What follows belongs to an exercise in optimizing a design on an open flow for small area; a production flow would make more cautious choices. In this exercise RTL edits were held to simulation tests only and were not proved equivalent to the original. Power and IR drop assume default switching activity.

[flow/design.v]
module FFT (input wire [3:0] x_in0, input wire [3:0] x_in1, input wire [3:0] x_in2, input wire [3:0] x_in3,
				input wire [3:0] x_in4, input wire [3:0] x_in5, input wire [3:0] x_in6, input wire [3:0] x_in7,
				input wire Clock, input wire Reset,
output reg [6:0] X_out0, output reg [11:0] X_out1, output reg [11:0] X_out2, output reg [17:0] X_out3,
output reg [9:0] X_out4, output reg [15:0] X_out5, output reg [15:0] X_out6, output reg [21:0] X_out7);
	localparam integer W2 = 16;  
	localparam integer W4 = 4; 
	localparam integer W8 = 2;
	integer i;  
	reg [3:0] x [0:7];  
	reg [3:0] y [0:3];
	reg [3:0] z [0:3];
	reg [3:0] y$ [0:1];
	reg [3:0] y$$ [0:1];
	reg [3:0] z$ [0:1];
	reg [3:0] z$$ [0:1];
	reg [3:0] a,b,c,d,e,f,g,h;
	reg [25:0] A,B,C,D,E,F,G,H;  
	reg [25:0] Y$ [0:1];
	reg [25:0] Y$$ [0:1];
	reg [25:0] Z$ [0:1];
	reg [25:0] Z$$ [0:1];
	reg [25:0] Y [0:3];
	reg [25:0] Z [0:3];
	reg [25:0] X [0:7];
	always @ (posedge Clock or negedge Reset)
		begin
			if (!Reset)
				begin
					X_out0 <= 'b0000;
					X_out1 <= 'b0000;
					X_out2 <= 'b0000;
					X_out3 <= 'b0000;
					X_out4 <= 'b0000;
					X_out5 <= 'b0000;
					X_out6 <= 'b0000;
					X_out7 <= 'b0000;
				end
			else 
				begin			
					x[0] = x_in0;
					x[1] = x_in1;
					x[2] = x_in2;
					x[3] = x_in3;
					x[4] = x_in4;
					x[5] = x_in5;
					x[6] = x_in6;
					x[7] = x_in7;
					for (i=0; i<8; i=i+2)
						y[i/2] = x[i];
					for (i=1; i<8; i=i+2)		
						z[(i-1)/2] = x[i];	
					for (i=0; i<4; i=i+2)
						begin
							y$[i/2] = y[i];
							z$[i/2] = z[i];
						end	
					for (i=1; i<4; i=i+2)
						begin
							y$$[(i-1)/2] = y[i];
							z$$[(i-1)/2] = z[i];
						end
					a = y$[0];
					b = y$[1];
					c = y$$[0];
					d = y$$[1];
					e = z$[0];
					f = z$[1];
					g = z$$[0];
					h = z$$[1];
					A = a;
					B = b;
					C = c;
					D = d;
					E = e;
					F = f;
					G = g;
					H = h;
					for (i=0; i<2; i=i+1)
						begin
							Y$[i] = A + B*(W2**i);
							Y$$[i] = C + D*(W2**i);
							Z$[i] = E + F*(W2**i);
							Z$$[i] = G + H*(W2**i);
						end
					for (i=0; i<4; i=i+1)
						begin
							if (i<2)
								begin
									Y[i] = Y$[i] + Y$$[i]*(W4**i); 
									Z[i] = Z$[i] + Z$$[i]*(W4**i);
								end
							else
								begin
									Y[i] = Y$[i-2] + Y$$[i-2]*(W4**i); 
									Z[i] = Z$[i-2] + Z$$[i-2]*(W4**i);
								end
						end
					for (i=0; i<8; i=i+1)
						begin
							if (i<4)
								X[i] = Y[i] + Z[i]*(W8**i);
							else
								X[i] = Y[i-4] + Z[i-4]*(W8**i); 
						end
					X_out0 = X[0][6:0];
					X_out1 = X[1][11:0];
					X_out2 = X[2][11:0];
					X_out3 = X[3][17:0];
					X_out4 = X[4][9:0];
					X_out5 = X[5][15:0];
					X_out6 = X[6][15:0];
					X_out7 = X[7][21:0];
				end
		end
endmodule
[flow/run.sh]
#!/bin/bash
# synth_recipe.tcl (not shown) runs the flow's synth.tcl, then flattens the netlist and writes it again
# the make line also repeats each setting of config.mk as NAME=value (left out here)
make -C /OpenROAD-flow-scripts/flow DESIGN_CONFIG=/design/flow/config.mk WORK_HOME=/design/flow/orfs CLKGATE_MAP_FILE= SYNTH_SCRIPT=/design/flow/synth_recipe.tcl finish
[flow/config.mk]
export PLATFORM = sky130hd
export DESIGN_NAME = FFT
export DESIGN_NICKNAME = FFT
export VERILOG_FILES = /design/flow/design.v
export SDC_FILE = /design/flow/constraint.sdc
export NUM_CORES = 4
export LEC_CHECK = 0
export CAP_MARGIN = 20
export CORE_MARGIN = 2
export CORE_UTILIZATION = 40
export SLEW_MARGIN = 20
[flow/constraint.sdc]
create_clock -name core_clock -period 5.0 [get_ports {Clock}]
set_input_delay 1.0000 -clock core_clock [delete_from_list [all_inputs] [get_ports {Clock}]]
set_output_delay 1.0000 -clock core_clock [all_outputs]
set_load 0.01 [all_outputs]
==> results of run 1 <==
layout by cell type (no fill, tap or decap), drive strengths merged, types with 3 or more instances in the layout:
cell / Yosys / routed
clkdlybuf4s50: 0 / 145
dfrtp: 105 / 105
ha: 101 / 101
xnor2: 67 / 67
inv: 52 / 57
a21oi: 56 / 56
nor2: 39 / 39
xor2: 33 / 33
nand2: 31 / 31
a21o: 31 / 31
o21ai: 26 / 26
fa: 18 / 18
nor2b: 14 / 14
nand3: 11 / 11
o21a: 11 / 11
o21bai: 9 / 9
clkbuf: 1 / 9
buf: 9 / 9
a211oi: 6 / 6
nor3: 6 / 6
o211ai: 4 / 4
nand2b: 4 / 4
a211o: 3 / 3
a21boi: 3 / 3
and3: 3 / 3
or3: 3 / 3
o31ai: 3 / 3
flip-flops by register name (all words and copies together), names as in the netlist:
signal / count
X_out0: 7
X_out1: 11
X_out2: 10
X_out3: 15
X_out4: 10
X_out5: 14
X_out6: 16
X_out7: 22
area by class of cell:
type / count / area, sq um / share of cell area
clock buffer: 9 / 225 / 0.0247
clock inverter: 7 / 70.1 / 0.00767
inverter: 52 / 195 / 0.0214
multi-input combinational: 508 / 4210 / 0.461
sequential: 105 / 2630 / 0.288
tap: 225 / 282 / 0.0308
timing repair buffer: 154 / 1520 / 0.166
synth_stat cells (all sizes together) (3+ instances only):
cell type / number
a21boi: 3
dfrtp: 105
ha: 101
nor3: 6
xnor2: 67
inv: 52
nor2b: 14
o21a: 11
fa: 18
nand3: 11
nand2b: 4
a21oi: 56
a211o: 3
nand2: 31
or3: 3
o31ai: 3
and3: 3
a21o: 31
buf: 9
a211oi: 6
o21bai: 9
xor2: 33
o21ai: 26
o211ai: 4
nor2: 39
worst paths after layout:
path | startpoint | end | slack (ns) | depth (start not counted)
worst max-delay path | x_in7[0] | X_out0[5] | 0.48 | 12
worst min-delay path | Reset | X_out2[9] | 0.71 | 1
max in group asynchronous | Reset | X_out5[7] | 3.21 | 2
min in group core_clock | x_in0[0] | X_out7[0] | 1.13 | 1
worst max-delay path: stages:
cell and delay (ns):
clkdlybuf4s50_1 0.54, ha_1 0.29, fa_1 0.62, inv_1 0.10, fa_1 0.46, xor2_1 0.30, inv_1 0.14, ha_1 0.37
a21oi_1 0.26, o21bai_1 0.13, maj3_1 0.40, xor2_1 0.15
metal layers:
metal	track usage	share of wire
met2	0.320	0.46
met1	0.281	0.48
met4	0.0693	0.019
met3	0.0243	0.037
met5	0	0
kinds of logic after synthesis:
group           count (synthesis)  synth area share
xor+xnor                      100             0.126
buf+inv                        62            0.0370
mux                             1           0.00141
simple gates                  121            0.0808
compound gates                165             0.153
fa+ha+maj                     121             0.231
flops                         105             0.370
report_power, final:
group | switching (mW) | total [mW] | internal, mW
Combinational | 1.06 | 2.15 | 1.09
Sequential | 0.0843 | 1.22 | 1.13
Clock | 0.359 | 0.712 | 0.353
==> key figures, run 1 <==
STA
  • Max frequency: 221 MHz
  • Tightest hold margin: 0.711 ns
  • TNS Setup: 0 ns
  • Worst-margin pin slew: 0.828 ns
  • Count of final setup violators: 0
  • Tcrit/Tclk final: 0.905
  • RSZ-0062 raised after global routing: false
  • Max Slew Vio Count: 0
  • Final hold vios: 0
  • Tmin final: 4.52 ns
  • Max-slew headroom: 0.448
  • Final worst setup slack: 0.476 ns

Floorplanning
  • Initial Util: 0.409
  • Placement Rows: 48
  • Io pins: 147
  • Die Wd: 137 um
  • Height of the die: 137 um
  • Core area: 17400 sq um
  • Die Area: 18800 sq um

Setup path
  • Crit path launch type: input port
  • WP data arrival: 4.78 ns
  • Crit end category: flip-flop
  • Critical path type: in -> reg
  • Critical path peak fanout: 6
  • Req. time, crit path: 5.25 ns

Global routing
  • Initial antenna violation count: 0
  • Largest net degree at the start of global routing: 67
  • Tot GR Track Use: 0.200
  • Gr ovfl total: 0
  • Vias in the first global route: 5424
  • Wire length of the first global-routing pass: 28.5 mm

Clock tree
  • CTS max path bufs: 2
  • CTS tree: built
  • Cts repair resizes: 0
  • Root buffer cell: clkbuf_16
  • Hold-fix buffers, CTS: 0
  • Clk sinks: 105
  • H-tree levels: 3
  • Cts bufs inserted: 9
  • Postcts setup bufs: 0
  • Clock transition at path regs: 0.08 ns

Cells and area
  • Layout fillers: 1568
  • Area Growth Syn to Fin: 28.6%
  • Finished Core Util: 0.526
  • N_diodes: 0
  • Cell area after layout: 9130 sq um
  • Fraction of layout cells with a size suffix above 1: 0.0443
  • Nets: 983
  • Non-Filler Instances: 1060

Power and ir drop
  • Pwr Total: 4.08 mW
  • Leak Pwr: 4.18 nW
  • VDD IR-drop max: 213 uV
  • Power Density: 447 nW/um^2

Synth
  • Async SR Flop Fraction: 1.00
  • #FFs+latches synth: 105
  • Synth area leaders: dfrtp_1, ha_1, xnor2_1, fa_1, xor2_1
  • Mapped Nets: 828
  • Register area share after synthesis: 0.370
  • Synth top area share: 0.370
  • Distinct cell type count after synthesis: 55
  • Post-synth EDFFs: 0
  • Most used DFF post-synth: dfrtp_1
  • Yosys warning total: 15
  • Cells after Synth: 675
  • Synth Area per Inst: 10.5 sq um
  • Area leader, netlist: dfrtp_1
  • Synthesized cell area: 7100 sq um

Routing
  • Detailed router's first-iteration violation count: 233
  • Antenna-violating nets left: 0
  • Routed WL: 18.0 mm
  • Avg WL per Cell: 17.0 um
  • Vias per cell: 5.01
  • DRC Markers: 0
  • DRT Pass-1 Iters: 4
  • DR vias: 5309

Place
  • Placed Area: 8840 sq um
  • Placed instance count: 1044
  • Setup WS pre-CTS: 0.193 ns
  • Hpwl dp: 14.7 mm
  • # port buffers: 146
  • Gpl congestion: 0.882

Job
  • MaxCap Viol Count: 0

Status
  • Status: complete, no violations

Hold path
  • Hold Crit Class: in -> async
==> run 2: changes to the inputs <==
==> flow/design.v (replaced) <==
module FFT (input wire [3:0] x_in0, input wire [3:0] x_in1, input wire [3:0] x_in2, input wire [3:0] x_in3,
            input wire [3:0] x_in4, input wire [3:0] x_in5, input wire [3:0] x_in6, input wire [3:0] x_in7,
            input wire Clock, input wire Reset,
            output wire [6:0] X_out0, output wire [11:0] X_out1, output wire [11:0] X_out2, output wire [17:0] X_out3,
            output wire [9:0] X_out4, output wire [15:0] X_out5, output wire [15:0] X_out6, output wire [21:0] X_out7);
  reg [3:0] a, b, c, d, e, f, g, h;
  always @(posedge Clock or negedge Reset)
    if (!Reset) begin
      a <= 4'd0; b <= 4'd0; c <= 4'd0; d <= 4'd0; e <= 4'd0; f <= 4'd0; g <= 4'd0; h <= 4'd0;
    end else begin
      a <= x_in0; b <= x_in4; c <= x_in2; d <= x_in6; e <= x_in1; f <= x_in5; g <= x_in3; h <= x_in7;
    end
  wire [4:0] ys0 = a + b, yss0 = c + d, zs0 = e + f, zss0 = g + h;
  wire [7:0] ys1 = {b, a}, yss1 = {d, c}, zs1 = {f, e}, zss1 = {h, g};
  wire [21:0] y0 = ys0 + yss0;
  wire [21:0] y1 = ys1 + (yss1 << 2);
  wire [21:0] y2 = ys0 + (yss0 << 4);
  wire [21:0] y3 = ys1 + (yss1 << 6);
  wire [21:0] z0 = zs0 + zss0;
  wire [21:0] z1 = zs1 + (zss1 << 2);
  wire [21:0] z2 = zs0 + (zss0 << 4);
  wire [21:0] z3 = zs1 + (zss1 << 6);
  wire [21:0] x0 = y0 + z0;
  wire [21:0] x1 = y1 + (z1 << 1);
  wire [21:0] x2 = y2 + (z2 << 2);
  wire [21:0] x3 = y3 + (z3 << 3);
  wire [21:0] x4 = y0 + (z0 << 4);
  wire [21:0] x5 = y1 + (z1 << 5);
  wire [21:0] x6 = y2 + (z2 << 6);
  wire [21:0] x7 = y3 + (z3 << 7);
  assign X_out0 = x0[6:0];
  assign X_out1 = x1[11:0];
  assign X_out2 = x2[11:0];
  assign X_out3 = x3[17:0];
  assign X_out4 = x4[9:0];
  assign X_out5 = x5[15:0];
  assign X_out6 = x6[15:0];
  assign X_out7 = x7[21:0];
endmodule
==> flow/flow/run.sh (new file) <==
#!/bin/bash
# The standard layout, with the smallest buffer on every input and output port
# (the standard flow picks a 10 um2 delay buffer for them).
set -euo pipefail
export BUFFER_PORTS_ARGS="-buffer_cell sky130_fd_sc_hd__buf_1"
bash standard.sh > standard.log 2>&1
==> flow/standard.sh (new file) <==
#!/bin/bash
# synth_recipe.tcl (not shown) runs the flow's synth.tcl, then flattens the netlist and writes it again
# the make line also repeats each setting of config.mk as NAME=value (left out here)
make -C /OpenROAD-flow-scripts/flow DESIGN_CONFIG=/design/flow/config.mk WORK_HOME=/design/flow/orfs CLKGATE_MAP_FILE= SYNTH_SCRIPT=/design/flow/synth_recipe.tcl "${@:-finish}"
removed: flow/run.sh
==> key figures, run 2 <==
STA
  • Max frequency: 206 MHz (-6.9%)
  • Max-slew headroom: 0.481 (+0.0334)
  • Final hold vios: 0 (unchanged)
  • TNS Setup: 0 ns (unchanged)
  • Final worst setup slack: 0.141 ns (-0.336 ns)
  • Tcrit/Tclk final: 0.972 (+0.0671)
  • Count of final setup violators: 0 (unchanged)
  • Tmin final: 4.86 ns (+0.336 ns)
  • Worst-margin pin slew: 0.778 ns (-0.0501 ns)
  • Max Slew Vio Count: 0 (unchanged)

Routing
  • DRC Markers: 0 (unchanged)
  • Vias per cell: 5.29 (+5.7%)
  • DRT Pass-1 Iters: 4 (unchanged)
  • Detailed router's first-iteration violation count: 214 (-8.2%)
  • DR vias: 4934 (-7.1%)
  • Avg WL per Cell: 16.5 um (-3.0%)
  • Routed WL: 15.4 mm (-15%)
  • Antenna-violating nets left: 0 (unchanged)

Global routing
  • Gr ovfl total: 0 (unchanged)
  • Vias in the first global route: 4930 (-9.1%)
  • Wire length of the first global-routing pass: 24.5 mm (-14%)
  • Tot GR Track Use: 0.211 (+0.0113)
  • Largest net degree at the start of global routing: 33 (-51%)
  • Initial antenna violation count: 0 (unchanged)

Power and ir drop
  • Leak Pwr: 2.97 nW (-29%)
  • Part of the power in registers: 0.118 (-0.181)
  • Clock power share: 0.114 (-0.061)
  • Power Density: 390 nW/um^2 (-13%)
  • VDD IR-drop max: 234 uV (+10%)
  • Pwr Total: 2.51 mW (-38%)
  • P_sw: 1.26 mW (-16%)
  • Switching Share: 0.503 (+0.135)
  • Internal power: 1.25 mW (-52%)
  • Comb power frac: 0.768 (+0.241)

Synth
  • Synth Area per Inst: 8.93 sq um (-15%)
  • Mapped Nets: 756 (-8.7%)
  • Synth area leaders: ha_1, dfrtp_1, xnor2_1, fa_1, xor2_1
  • Register area share after synthesis: 0.149 (-0.221)
  • Async SR Flop Fraction: 1.00 (unchanged)
  • Most frequent cell after synthesis: ha_1
  • Synthesized cell area: 5380 sq um (-24%)
  • #FFs+latches synth: 32 (-70%)
  • Distinct cell type count after synthesis: 69 (+25%)
  • Post-synth EDFFs: 0 (unchanged)
  • Area leader, netlist: ha_1
  • Synth top area share: 0.235 (-0.135)
  • Top post-synthesis cells by count: ha_1, xnor2_1, a21oi_1
  • Cells after Synth: 603 (-11%)
  • Yosys warning total: 1 (-14)
  • Most used DFF post-synth: dfrtp_1

Clock tree
  • Clock transition at path regs: 0.05 ns (-0.03 ns)
  • H-tree levels: 2 (-1)
  • Hold-fix buffers, CTS: 0 (unchanged)
  • CTS tree: built
  • Cts bufs inserted: 5 (-4)
  • Clk sinks: 32 (-70%)
  • Root buffer cell: clkbuf_16
  • CTS max path bufs: 2 (unchanged)

Setup path
  • Crit path launch type: flip-flop
  • CP Buf/Inv Count: 1 (-2)
  • Critical path type: reg -> out
  • Req. time, crit path: 4.00 ns (-1.25 ns)
  • WP data arrival: 3.86 ns (-0.92 ns)
  • Crit-path slowest cell: fa_1
  • Crit end category: output pin
  • CP peak stage delay: 0.46 ns (-0.16 ns)
  • Critical path peak fanout: 5 (-1)
  • Most used cell, CP: ha_1
  • Cells along the critical path: ha_1 > fa_1 > a21o_1 > a21o_1 > ha_1 > ha_1 > xor2_2 > ha_1 > fa_1 > a21o_1 > a21oi_1 > xnor2_1 > buf_1
  • Largest delay share family, worst path: adder cells

Cells and area
  • Nets: 909 (-7.5%)
  • Fraction of layout cells with a size suffix above 1: 0.0979 (+0.0536)
  • Layout fillers: 1300 (-17%)
  • Non-Filler Instances: 932 (-12%)
  • N_diodes: 0 (unchanged)
  • Cell area after layout: 6430 sq um (-30%)
  • Area Growth Syn to Fin: 19.5%
  • Most common cell after layout, fill and taps aside: buf_1
  • Sequential cell area: 807 sq um (-69%)
  • Footprint of the multi-input gates: 4450 sq um (+5.5%)
  • Most frequent cells in the layout: buf_1, ha_1, xnor2_1

Status
  • Status: complete, no violations

Floorplanning
  • Core area: 13200 sq um (-24%)
  • Die Wd: 120 um (-13%)
  • Placement Rows: 42 (-13%)
  • Io pins: 147 (unchanged)
  • Initial Util: 0.408 (-0.00106)
  • Height of the die: 120 um (-13%)
  • Die Area: 14400 sq um (-24%)

Place
  • Hpwl dp: 13.3 mm (-9.5%)
  • Placed instance count: 922 (-12%)
  • Gpl congestion: 0.952 (+7.9%)
  • Setup WS pre-CTS: 0.189 ns (-0.00367 ns)
  • # port buffers: 146 (unchanged)
  • Placed Area: 6150 sq um (-30%)

Job
  • MaxCap Viol Count: 0 (unchanged)

Hold path
  • Hold Crit Class: in -> async
==> run 2: layout make-up <==
class                   instances  area share
inverters                      43      0.0251
flip-flops and latches         32       0.125
clock inverters                 2     0.00194
well taps                     176      0.0342
repair buffers                161       0.103
multi-input cells             513       0.691
clock buffers                   5      0.0194
==> run 2: worst paths after layout <==
check,from,end,depth (start not counted)
max,b[0],X_out6[10],13
min in group core_clock,x_in4[0],b[0],1
max in group asynchronous,Reset,f[1],1
min,Reset,d[2],1
==> run 2: power by group through the flow <==
stage	combinational (mW)	sequential, mW	clock (mW)
after floorplan	1.33	0.295	0
after global placement	1.84	0.299	0
after detailed placement	1.88	0.300	0
after CTS	1.90	0.296	0.293
after global routing	2.13	0.299	0.301
final	1.93	0.296	0.287
==> run 2: cell families (layout without fill, tap and decap cells) <==
| group | after synthesis | in the layout | synth area share |
|---|---|---|---|
| AO/OA/AOI/OAI | 161 | 161 | 0.210 |
| AND/OR/NAND/NOR | 131 | 131 | 0.120 |
| adder cells (fa/ha/maj) | 119 | 119 | 0.302 |
| XOR/XNOR | 100 | 100 | 0.167 |
| buffers and inverters | 58 | 211 | 0.0474 |
| flip-flops | 32 | 32 | 0.149 |
| multiplexers | 2 | 2 | 0.00465 |
==> run 2: stage by stage <==
step                      hold WS, ns   util
after floorplan                 0.704      -
after global placement           1.10  0.466
after detailed placement         1.10  0.466
after CTS                       0.814  0.477
after global routing            0.814  0.488
final                           0.795  0.488
==> run 2: what timing repair did <==
item / CTS / global route
pin swaps: 0 / 6
setup endpoints to repair: 3 / 8
buffers inserted: 0 / 3
gates cloned: 0 / 0
resized for setup: 3 / 25
==> run 2: per-layer routing <==
metal  track usage  routed length, um  vias to the layer above
li1              -                  -                     2446
met1         0.272               6900                     2352
met2         0.375               7570                      117
met3        0.0176                606                       19
met4        0.0647                289                        0
met5             0                  0                        -

port drivers added, routing unchanged:
In the flow no input, the clock included, has a driving cell. The finished layouts below were timed again as built, in two steps. Step 1, drivers: a clkbuf_16 drives Clock and a buf_2 each remaining input, both assumed. Step 2 also shifts input and output timing later by t, the mid clock arrival at the registers, as if the neighbouring blocks saw the same clock. Three values: no drivers, after step 1, after step 2; two values: the first two.
run | t (ns) | setup WS [ns] | worst setup path after step 2 | clock arrival spread, ns | worst register clock-pin slew, ns
run 1 | 0.400 | 0.476 / 0.484 / 0.085 | input to register | 0.009 / 0.009 | 0.08 / 0.08
run 2 | 0.307 | 0.141 / 0.107 / 0.414 | register to output | 0.003 / 0.003 | 0.05 / 0.05
After both steps every run listed still meets setup and hold. For run 1, which loses most, drivers alone change the setup slack by +0.008 ns; drivers and shift together by -0.391 ns.
